From an optimization exercise on the open Yosys and OpenROAD flow, aimed at small area, a short achievable clock period and few clock cycles per item; shortcuts taken in it are not production practice.
At most, simulation tests tie the RTL to the original design; equivalence was not proved.

==> flow/design.v (excerpt) <==
module bitcoin_miner (
  input wire clk,
  input wire rst,
  input wire start,
  input wire [255:0] first_block_hash,
  input wire [127:0] second_block,
  input wire [255:0] target,
  input wire [31:0]  max_nonce,
  output reg running,
  output reg found,
  output reg [31:0] nonce
  );
  localparam [255:0] IV = {
    32'h6a09e667, 32'hbb67ae85, 32'h3c6ef372, 32'ha54ff53a,
    32'h510e527f, 32'h9b05688c, 32'h1f83d9ab, 32'h5be0cd19};
  localparam [1:0] PH_IDLE = 2'd0;
  localparam [1:0] PH_RF   = 2'd1;
  localparam [1:0] PH_H1   = 2'd2;
  localparam [1:0] PH_H2   = 2'd3;
  reg [1:0] phase;
  reg [6:0] rnd;
  reg [31:0] kreg;
  reg hi_eq, hi_lt, lo_eq, lo_lt;
  reg [3:0] sel_t;
  reg [31:0] op_a, op_e;
  reg last_nonce;
  reg [31:0] a, b, c, d, e, f, g, h;
  reg [511:0] w;
  function [31:0] bswap;
    input [31:0] x;
    bswap = {x[7:0], x[15:8], x[23:16], x[31:24]};
  endfunction
  function [31:0] word;
    input [255:0] v;
    input integer i;
    word = v[255 - 32 * i -: 32];
  endfunction
  wire [31:0] sig1 = {e[5:0], e[31:6]} ^ {e[10:0], e[31:11]} ^ {e[24:0], e[31:25]};
  wire [31:0] sig0 = {a[1:0], a[31:2]} ^ {a[12:0], a[31:13]} ^ {a[21:0], a[31:22]};
  wire [31:0] ch   = (e & f) ^ (~e & g);
  wire [31:0] maj  = (a & b) | (a & c) | (b & c);
  wire [31:0] w0   = w[32*0 +: 32];
  wire [31:0] s_hkw, c_hkw, s_t, c_t, s_a1, c_a1, s_a2, c_a2, s_e1, c_e1, s_e2, c_e2;
  csa32 u_hkw (.x(h), .y(kreg), .z(w0), .s(s_hkw), .c(c_hkw));
  csa32 u_t   (.x(sig1), .y(sig0), .z(maj), .s(s_t), .c(c_t));
  csa32 u_a1  (.x(s_hkw), .y(c_hkw), .z(ch), .s(s_a1), .c(c_a1));
  csa32 u_a2  (.x(s_t), .y(c_t), .z(s_a1), .s(s_a2), .c(c_a2));
  wire [31:0] s_a3, c_a3;
  csa32 u_a3  (.x(s_a2), .y(c_a2), .z(c_a1), .s(s_a3), .c(c_a3));
  wire [31:0] a_new;
  assign a_new = s_a3 + c_a3;
  csa32 u_e1  (.x(d), .y(sig1), .z(ch), .s(s_e1), .c(c_e1));
  csa32 u_e2  (.x(s_hkw), .y(c_hkw), .z(s_e1), .s(s_e2), .c(c_e2));
  wire [31:0] s_e3, c_e3;
  csa32 u_e3  (.x(s_e2), .y(c_e2), .z(c_e1), .s(s_e3), .c(c_e3));
  wire [31:0] e_new;
  assign e_new = s_e3 + c_e3;
  wire [31:0] w1  = w[32*1  +: 32];
  wire [31:0] w9  = w[32*9  +: 32];
  wire [31:0] w14 = w[32*14 +: 32];
  ...
Size: about 7500 cells after synthesis, ~930 flip-flops, about 710 I/O pins, about 0.057 sq mm of cells after synthesis.
export LEC_CHECK = 0
export ABC_AREA = 1
export CAP_MARGIN = 20
export CORE_MARGIN = 2
export CORE_UTILIZATION = 40
export CTS_CLUSTER_DIAMETER = 80
export CTS_CLUSTER_SIZE = 24
export SETUP_SLACK_MARGIN = 4.5
export SLEW_MARGIN = 20
export SYNTH_HIERARCHICAL = 1
create_clock -name core_clock -period 8.5 [get_ports {clk}]
standard.sh (not shown) runs the stock make flow with config.mk's settings and CLKGATE_MAP_FILE= SYNTH_SCRIPT=/design/flow/synth_recipe.tcl, a recipe that flattens the netlist after the stock synthesis.
==> flow/flow/run.sh <==
#!/bin/bash
# The standard layout, with the port buffers made of the smallest
# buffer cell instead of the flow's default delay buffer.
set -euo pipefail
bash standard.sh "BUFFER_PORTS_ARGS=-buffer_cell sky130_fd_sc_hd__buf_1" finish > standard.log 2>&1
Then changed:
--- a/flow/design.v
+++ b/flow/design.v
@@ -183,26 +183,28 @@
   wire [31:0] w9  = w[32*9  +: 32];
   wire [31:0] w14 = w[32*14 +: 32];
   wire [31:0] ss0 = {w1[6:0], w1[31:7]} ^ {w1[17:0], w1[31:18]} ^ {3'b000, w1[31:3]};
   wire [31:0] ss1 = {w14[16:0], w14[31:17]} ^ {w14[18:0], w14[31:19]} ^ {10'b0, w14[31:10]};
   wire [31:0] s_x1, c_x1, s_x2, c_x2, w_next;
   csa32 u_x1 (.x(w0), .y(w9), .z(ss1), .s(s_x1), .c(c_x1));
   csa32 u_x2 (.x(s_x1), .y(c_x1), .z(ss0), .s(s_x2), .c(c_x2));
-  assign w_next = s_x2 + c_x2;
+  wire ff_time = |sel_t;
+  wire [31:0] xsum = (ff_time ? op_a : s_x2) + (ff_time ? a : c_x2);
+  assign w_next = xsum;
   reg [31:0] t_hi, t_lo;
   integer k;
   always @* begin
     t_hi = 32'h0; t_lo = 32'h0;
     for (k = 0; k < 4; k = k + 1) begin
       t_hi = t_hi | ({32{sel_t[k]}} & word(target, k));
       t_lo = t_lo | ({32{sel_t[k]}} & word(target, 4 + k));
     end
   end
   wire [31:0] ff_a, ff_e;
-  assign ff_a = op_a + a;
+  assign ff_a = xsum;
   assign ff_e = op_e + e;
   wire [31:0] v_hi = bswap(ff_e);
   wire [31:0] v_lo = bswap(ff_a);
   wire hi_w_lt = v_hi < t_hi;
   wire hi_w_eq = v_hi == t_hi;
   wire lo_w_lt = v_lo < t_lo;
   wire lo_w_eq = v_lo == t_lo;
@@ -246,27 +248,29 @@
   always @* begin
     if (load_h1 | load_iv) rnd_nxt = 7'd0;
     else if (to_rf | start_ok) rnd_nxt = 7'd48;
     else rnd_nxt = rnd_inc;
   end
   wire [31:0] k_inc;
   sha256_k u_k (.idx(rnd_inc[5:0]), .k(k_inc));
-  wire ff_nxt = phase[1] & ~load_h1 & ~load_iv & (rnd_inc >= 7'd61) & (rnd_inc <= 7'd64);
-  reg [3:0] sel_nxt;
+  wire ff_rng = (rnd_inc >= 7'd61) & (rnd_inc <= 7'd64);
+  wire ff_nxt = phase[1] & ~load_h1 & ~load_iv & ff_rng;
+  reg [3:0] sel_nxt, opsel;
   reg [31:0] op_a_nxt, op_e_nxt;
   always @* begin
     op_a_nxt = 32'h0; op_e_nxt = 32'h0;
     for (k = 0; k < 4; k = k + 1) begin
       sel_nxt[k] = ff_nxt & (rnd_inc[1:0] == ((k + 1) & 3));
+      opsel[k] = ff_rng & (rnd_inc[1:0] == ((k + 1) & 3));
       if (in_h1) begin
-        op_a_nxt = op_a_nxt | ({32{sel_nxt[k]}} & word(first_block_hash, 3 - k));
-        op_e_nxt = op_e_nxt | ({32{sel_nxt[k]}} & word(first_block_hash, 7 - k));
+        op_a_nxt = op_a_nxt | ({32{opsel[k]}} & word(first_block_hash, 3 - k));
+        op_e_nxt = op_e_nxt | ({32{opsel[k]}} & word(first_block_hash, 7 - k));
       end else begin
-        op_a_nxt = op_a_nxt | ({32{sel_nxt[k]}} & word(IV, 3 - k));
-        op_e_nxt = op_e_nxt | ({32{sel_nxt[k]}} & word(IV, 7 - k));
+        op_a_nxt = op_a_nxt | ({32{opsel[k]}} & word(IV, 3 - k));
+        op_e_nxt = op_e_nxt | ({32{opsel[k]}} & word(IV, 7 - k));
       end
     end
   end
   always @(posedge clk) begin
     rnd <= rnd_nxt;
     rnd_inc <= rnd_nxt + 7'd1;
     kreg <= (load_h1 | load_iv) ? 32'h428a2f98 : k_inc;
Outcome: Routed wire length increases by 8.3%. Die area falls by 2.0%. Global-route usage climbs by 4.0 points. Worst setup slack loses 0.45 ns. Cell area rose by 6.4%. Final cell count goes down by 0.42%.
Function was not checked in any run of this note: the RTL went through the layout flow alone.

* * *

## north
Another version of the RTL of bitcoin_miner (not shown whole).
For scale: ~7500 cells after synthesis.
==> flow/config.mk <==
export PLATFORM = sky130hd
export DESIGN_NAME = bitcoin_miner
export DESIGN_NICKNAME = bitcoin_miner
export VERILOG_FILES = /design/flow/design.v
export SDC_FILE = /design/flow/constraint.sdc
export NUM_CORES = 8
export LEC_CHECK = 0
export ABC_AREA = 1
export CAP_MARGIN = 20
export CORE_MARGIN = 2
export CORE_UTILIZATION = 40
export CTS_CLUSTER_DIAMETER = 80
export CTS_CLUSTER_SIZE = 24
export SETUP_SLACK_MARGIN = 4.5
export SLEW_MARGIN = 20
export SYNTH_HIERARCHICAL = 1
==> flow/constraint.sdc <==
create_clock -name core_clock -period 8.5 [get_ports {clk}]
set_input_delay 1.7000 -clock core_clock [delete_from_list [all_inputs] [get_ports {clk}]]
set_output_delay 1.7000 -clock core_clock [all_outputs]
set_load 0.01 [all_outputs]
Scripts as last shown in full above: flow/flow/run.sh
Testbench counts of north, summed over its fixed seeds: cycles 242,107, nonces 1,887.
Edits applied to the flow inputs when going from north to south:
-- flow/design.v --
<<< north, line 242
  wire stop      = early_stop | (full_end & (hit | last_nonce));
  wire start_ok  = (phase == PH_IDLE) & start;
  reg [6:0] rnd_inc;
  reg [6:0] rnd_nxt;
  always @* begin
>>> south, line 242
  wire stop      = early_stop | (full_end & (hit | last_nonce));
  wire start_ok  = (phase == PH_IDLE) & start;
  wire [6:0] rnd_inc = rnd + 7'd1;
  reg [6:0] rnd_nxt;
  always @* begin
<<< north, line 251
  wire [31:0] k_inc;
  sha256_k u_k (.idx(rnd_inc[5:0]), .k(k_inc));
  wire ff_rng = (rnd_inc >= 7'd61) & (rnd_inc <= 7'd64);
  wire ff_nxt = phase[1] & ~load_h1 & ~load_iv & ff_rng;
  reg [3:0] sel_nxt, opsel;
  reg [31:0] op_a_nxt, op_e_nxt;
  always @* begin
>>> south, line 251
  wire [31:0] k_inc;
  sha256_k u_k (.idx(rnd_inc[5:0]), .k(k_inc));
  wire ff_nxt = phase[1] & ~load_h1 & ~load_iv & (rnd_inc >= 7'd61) & (rnd_inc <= 7'd64);
  reg [3:0] sel_nxt;
  reg [31:0] op_a_nxt, op_e_nxt;
  always @* begin
<<< north, line 259
    for (k = 0; k < 4; k = k + 1) begin
      sel_nxt[k] = ff_nxt & (rnd_inc[1:0] == ((k + 1) & 3));
      opsel[k] = ff_rng & (rnd_inc[1:0] == ((k + 1) & 3));
      if (in_h1) begin
        op_a_nxt = op_a_nxt | ({32{opsel[k]}} & word(first_block_hash, 3 - k));
        op_e_nxt = op_e_nxt | ({32{opsel[k]}} & word(first_block_hash, 7 - k));
      end else begin
        op_a_nxt = op_a_nxt | ({32{opsel[k]}} & word(IV, 3 - k));
        op_e_nxt = op_e_nxt | ({32{opsel[k]}} & word(IV, 7 - k));
      end
    end
>>> south, line 258
    for (k = 0; k < 4; k = k + 1) begin
      sel_nxt[k] = ff_nxt & (rnd_inc[1:0] == ((k + 1) & 3));
      if (in_h1) begin
        op_a_nxt = op_a_nxt | ({32{sel_nxt[k]}} & word(first_block_hash, 3 - k));
        op_e_nxt = op_e_nxt | ({32{sel_nxt[k]}} & word(first_block_hash, 7 - k));
      end else begin
        op_a_nxt = op_a_nxt | ({32{sel_nxt[k]}} & word(IV, 3 - k));
        op_e_nxt = op_e_nxt | ({32{sel_nxt[k]}} & word(IV, 7 - k));
      end
    end
<<< north, line 271
  always @(posedge clk) begin
    rnd <= rnd_nxt;
    rnd_inc <= rnd_nxt + 7'd1;
    kreg <= (load_h1 | load_iv) ? 32'h428a2f98 : k_inc;
    sel_t <= sel_nxt;
>>> south, line 269
  always @(posedge clk) begin
    rnd <= rnd_nxt;
    kreg <= (load_h1 | load_iv) ? 32'h428a2f98 : k_inc;
    sel_t <= sel_nxt;
==> results.txt <==
- ~same count of vias placed by the detailed router in south and north
- On violation count after the first detailed-routing iteration, north loses to south.
- First element of the critical path: w[14] -> north, e[7] -> south
- Of the two candidates, north has the better wire length of the first global-routing pass and south the worse one.
- Number of buffers inserted by post-CTS setup repair grows by more than 100% when moving from north to south.
Testbench counts of south, summed over its fixed seeds: cycles 242,107, nonces 1,887.

* * *

bitcoin_miner, a different RTL version from the one above (not shown whole).
Size in the first run: ~6500 cells after synthesis, roughly 920 flip-flops, about 710 I/O pins, ~0.053 mm² of cells after synthesis.
## bitcoin_miner
module bitcoin_miner (
  input wire clk,
  input wire rst,
  input wire start,
  input wire [255:0] first_block_hash,
  input wire [127:0] second_block,
  input wire [255:0] target,
  input wire [31:0]  max_nonce,
  output reg running,
  output reg found,
  output reg [31:0] nonce
  );
Settings: LEC_CHECK=0, ABC_AREA=1, CAP_MARGIN=20, CORE_MARGIN=2, CORE_UTILIZATION=40, SETUP_SLACK_MARGIN=4.0, SLEW_MARGIN=20, SYNTH_HIERARCHICAL=1; clock period 8.5 ns.
Scripts as last shown in full above: flow/flow/run.sh
Rerun with:
--- a/flow/design.v
+++ b/flow/design.v
@@ -140,15 +140,15 @@
   localparam [1:0] PH_IDLE = 2'd0;
   localparam [1:0] PH_RF   = 2'd1;
   localparam [1:0] PH_H1   = 2'd2;
   localparam [1:0] PH_H2   = 2'd3;
   reg [1:0] phase;
   reg [6:0] rnd;
   reg [31:0] kreg;
-  reg hi_eq, hi_lt, lo_eq, lo_lt, reject;
+  reg hi_eq, hi_lt, lo_eq, lo_lt;
   reg [3:0] sel_t;
   reg [31:0] op_a, op_e;
   reg last_nonce;
   reg [31:0] a, b, c, d, e, f, g, h;
   reg [511:0] w;
   function [31:0] bswap;
     input [31:0] x;
@@ -212,27 +212,27 @@
   wire hi_lt_n = first_w ? hi_w_lt : (hi_lt | (hi_eq & hi_w_lt));
   wire hi_eq_n = first_w ? hi_w_eq : (hi_eq & hi_w_eq);
   wire lo_lt_n = first_w ? lo_w_lt : (lo_lt | (lo_eq & lo_w_lt));
   wire lo_eq_n = first_w ? lo_w_eq : (lo_eq & lo_w_eq);
   always @(posedge clk) begin
     hi_lt <= hi_lt_n; hi_eq <= hi_eq_n;
     lo_lt <= lo_lt_n; lo_eq <= lo_eq_n;
-    if (first_w) reject <= ~(hi_w_lt | hi_w_eq);
   end
   wire hit = hi_lt | (hi_eq & (lo_lt | lo_eq));
   wire in_h1 = (phase == PH_H1);
   wire in_h2 = (phase == PH_H2);
   wire in_rf = (phase == PH_RF);
-  wire r62 = (rnd == 7'd62);
+  wire r61 = (rnd == 7'd61);
+  wire reject = ~(hi_w_lt | hi_w_eq);
   wire r64 = (rnd == 7'd64);
   wire r65 = (rnd == 7'd65);
   wire [31:0] nonce_inc = nonce + {31'd0, in_h2};
-  wire early_end = in_h2 & r62 & reject;            
+  wire early_end = in_h2 & r61 & reject;            
   wire full_end  = in_h2 & r65;                     
-  wire load_h1   = (early_end & ~last_nonce) | (in_rf & r62);
+  wire load_h1   = (early_end & ~last_nonce) | (in_rf & r61);
   wire to_rf     = full_end & ~hit & ~last_nonce;
   wire stop      = (early_end & last_nonce) | (full_end & (hit | last_nonce));
   wire load_iv   = in_h1 & r64;
   wire start_ok  = (phase == PH_IDLE) & start;
   wire [6:0] rnd_inc = rnd + 7'd1;
   reg [6:0] rnd_nxt;
   always @* begin
@@ -305,30 +305,32 @@
   reg [31:0] tail;
   always @* begin
     tail = w_next;
     if (in_h1 & (rnd >= 7'd57)) begin
       tail = (rnd == 7'd57) ? 32'h80000000 : r64 ? 32'h00000100 : 32'h0;
     end else if ((in_h2 | in_rf) & (rnd >= 7'd48)) begin
       case (rnd[5:0])
-        6'd48:   tail = second_block[95:64];
-        6'd49:   tail = second_block[63:32];
-        6'd50:   tail = bswap(nonce_inc);
-        6'd51:   tail = 32'h80000000;
-        6'd62:   tail = 32'h00000280;
+        6'd48:   tail = second_block[63:32];
+        6'd49:   tail = bswap(nonce_inc);
+        6'd50:   tail = 32'h80000000;
+        6'd61:   tail = 32'h00000280;
         default: tail = 32'h0;
       endcase
     end
   end
   wire h1_ff = in_h1 & (rnd >= 7'd61);
   reg [511:0] w_nxt;
   always @* begin
     w_nxt = {tail, w[511:32]};
     if (h1_ff) begin
       if (sel_t[0]) begin w_nxt[32*6 +: 32] = ff_a; w_nxt[32*10 +: 32] = ff_e; end
       if (sel_t[1]) begin w_nxt[32*4 +: 32] = ff_a; w_nxt[32*8  +: 32] = ff_e; end
       if (sel_t[2]) begin w_nxt[32*2 +: 32] = ff_a; w_nxt[32*6  +: 32] = ff_e; end
       if (sel_t[3]) begin w_nxt[32*0 +: 32] = ff_a; w_nxt[32*4  +: 32] = ff_e; end
     end
-    if (load_h1) w_nxt[32*0 +: 32] = second_block[127:96];
+    if (load_h1) begin
+      w_nxt[32*0 +: 32] = second_block[127:96];
+      w_nxt[32*1 +: 32] = second_block[95:64];
+    end
   end
   always @(posedge clk) w <= w_nxt;
 endmodule
=> Worst hold slack stays flat. Clock-buffer cell count is higher by 8. Global-route usage is higher by 4.2 points. Cell count is higher slightly. Sequential share of layout area is lower by 3.4 points.
Function was not checked in any run of this note: the RTL went through the layout flow alone.

## port drivers added, routing unchanged
In the flow no input, the clock included, has a driving cell. The finished layouts below were timed again as built, in two steps. Step 1 sets driving cells, clkbuf_16 on the clock port and buf_2 on the other inputs (assumed; they add their load-dependent delay and slew). Step 2 also shifts input and output timing later by t, the mid clock arrival at the registers, as if the neighbouring blocks saw the same clock. Slacks: no drivers / after step 1 / after step 2; pairs: no drivers / after step 1.
run | shift t [ns] | setup slack, ns | worst setup path at the end
the first run of note 1 | 0.805 | 4.451 / 4.451 / 4.339 | input to register
the second run of note 1 | 0.839 | 3.996 / 3.996 / 3.996 | register to register
north | 0.814 | 4.482 / 4.482 / 4.368 | input to register
south | 0.806 | 4.365 / 4.365 / 4.111 | input to register
the first run of note 3 | 0.847 | 3.766 / 3.766 / 3.735 | input to register
the second run of note 3 | 0.834 | 3.101 / 3.101 / 2.785 | input to register
After both steps setup and hold are still met in every run listed. For the second run of note 3, which loses most, drivers alone change the setup slack by 0.000 ns; drivers and shift together by -0.316 ns.
